Background: an optimization exercise with open tools, aiming at small area, a short achievable clock period and few clock cycles. Do not read the settings as production practice. Only simulation tests tie the RTL to the original design; equivalence was not proved. Power is estimated from default activity; no workload was simulated.

job 942:
==> flow/design.v <==
`default_nettype none
module processor( input         clk, reset,
                  output [31:0] PC,
                  input  [31:0] instruction,
                  output        WE,
                  output [31:0] address_to_mem,
                  output [31:0] data_to_mem,
                  input  [31:0] data_from_mem
                );
    reg  [12:0] pc_lo;
    reg  [31:13] pc_hb;
    reg  [7:0]  pc_dh;
    reg         pc_c;
    reg  [31:0] rf [1:31];
    reg  [31:0] a_e, b_e, pc_e;
    reg         fa_e, fb_e;
    reg  [12:0] imm_e;
    reg  [4:0]  rd_e;
    reg         sq_e;      
    reg         wen_q, load_q, store_q, br_q, beq_q, blt_q, jal_q, jalr_q, pred_e;
    wire        wen_e = wen_q & ~sq_e, load_e = load_q & ~sq_e, store_e = store_q & ~sq_e;
    wire        br_e = br_q & ~sq_e, beq_e = beq_q & ~sq_e, blt_e = blt_q & ~sq_e;
    wire        jal_e = jal_q & ~sq_e, jalr_e = jalr_q & ~sq_e;
    reg         sel_sum_e, sub_e, kill_e, sel_avg_e, sel_and_e, sel_srl_e, sel_addr_e;
    reg  [31:0] res_m, data_m;
    reg  [4:0]  rd_m;
    reg         wen_m, load_m, we_m;
    assign PC             = {pc_hb, pc_lo};
    assign WE             = we_m;
    assign address_to_mem = res_m;
    assign data_to_mem    = data_m;
    wire [6:0] op  = instruction[6:0];
    wire [2:0] f3  = instruction[14:12];
    wire [4:0] rs1 = instruction[19:15];
    wire [4:0] rs2 = instruction[24:20];
    wire [4:0] rd  = instruction[11:7];
    wire       f7z = instruction[31:25] == 7'b0000000;
    wire       f7s = instruction[31:25] == 7'b0100000;
    wire d_r    = op == 7'b0110011;
    wire d_v    = op == 7'b0001011;
    wire d_i    = op == 7'b0010011;
    wire d_l    = op == 7'b0000011;
    wire d_s    = op == 7'b0100011;
    wire d_b    = op == 7'b1100011;
    wire d_jal  = op == 7'b1101111;
    wire d_jalr = op == 7'b1100111;
    wire d_add  = d_r & f7z & (f3 == 3'b000);
    wire d_sub  = d_r & f7s & (f3 == 3'b000);
    wire d_and  = d_r & f7z & (f3 == 3'b111);
    wire d_srl  = d_r & f7z & (f3 == 3'b101);
    wire d_addv = d_v & f7z & (f3 == 3'b000);
    wire d_avgv = d_v & f7z & (f3 == 3'b001);
    wire d_beq  = d_b & (f3 == 3'b000);
    wire d_blt  = d_b & (f3 == 3'b100);
    wire d_use1 = d_r | d_v | d_i | d_l | d_s | d_b | d_jalr;
    wire d_use2 = d_r | d_v | d_s | d_b;
    wire d_wen  = (d_add | d_sub | d_and | d_srl | d_addv | d_avgv | d_i | d_l | d_jal | d_jalr)
                  & (rd != 5'd0);
    wire [12:0] d_imm = d_s ? {1'b0, instruction[31:25], instruction[11:7]}
                      : d_b ? {instruction[31], instruction[7], instruction[30:25], instruction[11:8], 1'b0}
                      : {1'b0, instruction[31:20]};
    wire [20:0] f_offj = {instruction[31], instruction[19:12], instruction[20], instruction[30:21], 1'b0};
    wire [12:0] f_offb = {instruction[31], instruction[7], instruction[30:25], instruction[11:8], 1'b0};
    wire [31:13] pc_hi  = pc_hb + {11'd0, pc_dh} + {18'd0, pc_c};
    wire [13:0] lo_j = {1'b0, pc_lo} + {1'b0, f_offj[12:0]};
    wire [13:0] lo_b = {1'b0, pc_lo} + {1'b0, f_offb};
    wire [13:0] lo_4 = {1'b0, pc_lo} + 14'd4;
    wire        d_predb = d_b & instruction[31];
    wire        d_pred  = d_jal | d_predb;
    wire [31:0] opa = fa_e ? res_m : a_e;
    wire [31:0] opb = fb_e ? res_m : b_e;
    wire [31:0] bi = sub_e ? ~opb : opb;
    wire        pk = ~kill_e;
    wire [35:0] sx = {1'b0, opa[31:24], pk, opa[23:16], pk, opa[15:8], pk, opa[7:0]}
                   + {1'b0, bi[31:24], 1'b0, bi[23:16], 1'b0, bi[15:8], 1'b0, bi[7:0]}
                   + {35'd0, sub_e};
    wire [31:0] sum_r = {sx[34:27], sx[25:18], sx[16:9], sx[7:0]};
    wire [31:0] avg_r = {sx[35:28], sx[26:19], sx[17:10], sx[8:1]};
    wire [31:0] and_r = opa & opb;
    wire [31:0] srl_r = (|opb[31:5]) ? 32'd0 : (opa >> opb[4:0]);
    wire [31:0] addr  = opa + {19'd0, imm_e};
    wire [31:0] link  = pc_e + 32'd4;
    wire [31:0] btgt  = pc_e + {19'd0, imm_e};
    wire [31:0] res_e = ({32{sel_sum_e}}  & sum_r)
                      | ({32{sel_avg_e}}  & avg_r)
                      | ({32{sel_and_e}}  & and_r)
                      | ({32{sel_srl_e}}  & srl_r)
                      | ({32{sel_addr_e}} & addr)
                      | ({32{jal_e | jalr_e}} & link);
    wire eq = opa == opb;
    wire lt = (opa[31] ^ opb[31]) ? opa[31] : sx[34];
    wire taken    = (beq_e & eq) | (blt_e & lt);
    wire redirect = (br_e & (taken ^ pred_e)) | jalr_e;
    wire [31:0] target = jalr_e ? addr : pred_e ? link : btgt;
    wire [31:0] wb = load_m ? data_from_mem : res_m;
    always @(posedge clk) begin
        if (wen_m) rf[rd_m] <= wb;
    end
    reg  [31:0] rf1, rf2;
    integer k;
    always @(*) begin
        rf1 = 32'd0;
        rf2 = 32'd0;
        for (k = 1; k < 32; k = k + 1) begin
            rf1 = rf1 | ({32{rs1 == k}} & rf[k]);
            rf2 = rf2 | ({32{rs2 == k}} & rf[k]);
        end
    end
    wire hit1e = wen_e & (rd_e == rs1);
    wire hit2e = wen_e & (rd_e == rs2);
    wire hit1m = wen_m & (rd_m == rs1);
    wire hit2m = wen_m & (rd_m == rs2);
    wire stall = load_e & (hit1e | hit2e);
    always @(posedge clk or posedge reset) begin
        if (reset) begin
            pc_lo <= 13'd0;
            pc_hb <= 19'd0;
            pc_dh <= 8'd0;
            pc_c  <= 1'b0;
            sq_e <= 1'b0;
            wen_q <= 1'b0; load_q <= 1'b0; store_q <= 1'b0; br_q <= 1'b0;
            beq_q <= 1'b0; blt_q <= 1'b0; jal_q <= 1'b0; jalr_q <= 1'b0; pred_e <= 1'b0;
            wen_m <= 1'b0; load_m <= 1'b0; we_m <= 1'b0;
        end else begin
            if (redirect) begin
                pc_lo <= target[12:0];
                pc_hb <= target[31:13];
                pc_dh <= 8'd0;
                pc_c  <= 1'b0;
            end else if (!stall) begin
                pc_lo <= d_jal ? lo_j[12:0] : d_predb ? lo_b[12:0] : lo_4[12:0];
                pc_hb <= pc_hi;
                pc_dh <= d_jal ? f_offj[20:13] : 8'd0;
                pc_c  <= d_jal ? lo_j[13] : d_predb ? lo_b[13] : lo_4[13];
            end
            sq_e    <= redirect;
            wen_q   <= ~stall & d_wen;
            load_q  <= ~stall & d_l;
            store_q <= ~stall & d_s;
            br_q    <= ~stall & d_b;
            beq_q   <= ~stall & d_beq;
            blt_q   <= ~stall & d_blt;
            jal_q   <= ~stall & d_jal;
            jalr_q  <= ~stall & d_jalr;
            pred_e  <= ~stall & d_pred;
            wen_m   <= wen_e;
            load_m  <= load_e;
            we_m    <= store_e;
        end
    end
    always @(posedge clk) begin
        a_e <= hit1m ? wb : rf1;
        b_e <= hit2m ? wb : rf2;
        fa_e <= hit1e;
        fb_e <= hit2e;
        pc_e <= {pc_hi, pc_lo};
        imm_e <= d_imm;
        rd_e <= rd;
        sel_sum_e  <= d_add | d_sub | d_addv | d_b;
        sub_e      <= d_sub | d_b;
        kill_e     <= d_addv | d_avgv;
        sel_avg_e  <= d_avgv;
        sel_and_e  <= d_and;
        sel_srl_e  <= d_srl;
        sel_addr_e <= d_i | d_l | d_s;
        res_m  <= res_e;
        data_m <= opb;
        rd_m   <= rd_e;
    end
endmodule
`default_nettype wire
clock: 11.0 ns
lec_check: 0
cap_margin: 20
core_margin: 2
core_utilization: 40
setup_slack_margin: 0.2
slew_margin: 20
standard.sh (not shown) runs the stock make flow with config.mk's settings and CLKGATE_MAP_FILE= SYNTH_SCRIPT=/design/flow/synth_recipe.tcl, a recipe that flattens the netlist after the stock synthesis.
==> flow/flow/run.sh <==
#!/bin/bash
# Layout flow: the standard synthesis, unchanged; then the standard ORFS
# place-and-route with these changes:
#  - timing repair aims below the clock period (setup margin), so the layout
#    is sized for speed; the clock, I/O delays and loads stay as given;
#  - resizing may change a cell's footprint, so port buffers can be sized;
#  - port buffers are plain buffers rather than the default delay-cell buffer;
#  - larger clock-tree sink clusters (fewer clock buffers).
# Each step's full log is in synth.log / pnr.log here and orfs/logs/.
set -euo pipefail
MARGIN=7.4
TNS=100
bash standard.sh synth > synth.log 2>&1
bash standard.sh \
  SETUP_SLACK_MARGIN=$MARGIN \
  MATCH_CELL_FOOTPRINT=0 \
  "BUFFER_PORTS_ARGS=-buffer_cell sky130_fd_sc_hd__buf_2" \
  TNS_END_PERCENT=$TNS \
  CTS_CLUSTER_SIZE=20 \
  CTS_CLUSTER_DIAMETER=80 \
  finish > pnr.log 2>&1
In summary, job 942 completed successfully, with a layout that passed the timing, design-rule and antenna checks.
Testbench counts of job 942, summed over its fixed seeds: cycles 47,429.
diff inputs: job 942 => job 7224
--- a/flow/design.v
+++ b/flow/design.v
@@ -13,7 +13,8 @@
     reg         pc_c;
     reg  [31:0] rf [1:31];
     reg  [31:0] a_e, b_e, pc_e;
-    reg         fa_e, fb_e;
+    reg         fa_e, fb_e, fwa_e, fwb_e;
+    reg  [31:0] wb_w;
     reg  [12:0] imm_e;
     reg  [4:0]  rd_e;
     reg         sq_e;      
@@ -67,8 +68,8 @@
     wire [13:0] lo_4 = {1'b0, pc_lo} + 14'd4;
     wire        d_predb = d_b & instruction[31];
     wire        d_pred  = d_jal | d_predb;
-    wire [31:0] opa = fa_e ? res_m : a_e;
-    wire [31:0] opb = fb_e ? res_m : b_e;
+    wire [31:0] opa = fa_e ? res_m : fwa_e ? wb_w : a_e;
+    wire [31:0] opb = fb_e ? res_m : fwb_e ? wb_w : b_e;
     wire [31:0] bi = sub_e ? ~opb : opb;
     wire        pk = ~kill_e;
     wire [35:0] sx = {1'b0, opa[31:24], pk, opa[23:16], pk, opa[15:8], pk, opa[7:0]}
@@ -149,10 +150,13 @@
         end
     end
     always @(posedge clk) begin
-        a_e <= hit1m ? wb : rf1;
-        b_e <= hit2m ? wb : rf2;
+        a_e <= rf1;
+        b_e <= rf2;
         fa_e <= hit1e;
         fb_e <= hit2e;
+        fwa_e <= hit1m;
+        fwb_e <= hit2m;
+        wb_w <= wb;
         pc_e <= {pc_hi, pc_lo};
         imm_e <= d_imm;
         rd_e <= rd;
Notes after the runs:
First-iteration DRC count shrinks by more than 10% when moving from job 942 to job 7224.
Looking only at mux contribution to synthesized area, and setting everything else aside, the higher value of job 7224 and job 942 goes to job 942.
Job 7224 against job 942: data required time of the worst path went up 0.06 ns; synthesized cell count went up 115; routed wire length went down about 10%; number of non-filler instances in the completed layout went down 1.5%.
On placement row count: job 7224 sits above job 942.
Going from job 942 to job 7224, cell area shrank by a few percent.
Delta (job 7224 minus job 942): portion of total power attributed to combinational logic has decreased; count of instances resized after the clock tree is built lost about 14%.
Sort job 7224 and job 942 by sequential power asc -> top: job 942
Job 7224 ended with more placed instance count than job 942.
Est. power | job 7224 vs job 942 | job 7224 lower
Relative to job 942, the clock-buffer cell count measured on job 7224 has increased by a few percent.
Testbench counts of job 7224, summed over its fixed seeds: cycles 47,429.

==> separate check: timing with driven ports <==
In the flow no input, the clock included, has a driving cell. The finished layouts below were timed again as built, in two steps.
Step 1: set_driving_cell puts a clkbuf_16 on clk and a buf_2 on each other input, an assumption about the parent block.
Step 2 adds t to the input delays and takes it off the output delays; t is the mean of the earliest and latest rising clock arrival at the registers after step 1. Input paths then give back, and output paths get back, about the clock's delay inside the block.
Three values: ideal ports, drivers, drivers and shift; two values: the first two.
run | t (ns) | slack for setup (ns) | worst hold slack (ns) | worst setup path after step 2 | worst slew at a driven data input, ns
job 942 | 0.806 | 6.852 / 6.852 / 6.253 | 0.402 / 0.402 / 0.402 | input to register | 0.18
job 7224 | 0.807 | 6.720 / 6.720 / 6.237 | 0.407 / 0.407 / 0.407 | input to register | 0.08
After both steps every run listed still meets setup and hold. The setup slack of job 942, which loses most, moves by 0.000 ns with the drivers and by -0.599 ns with both steps.
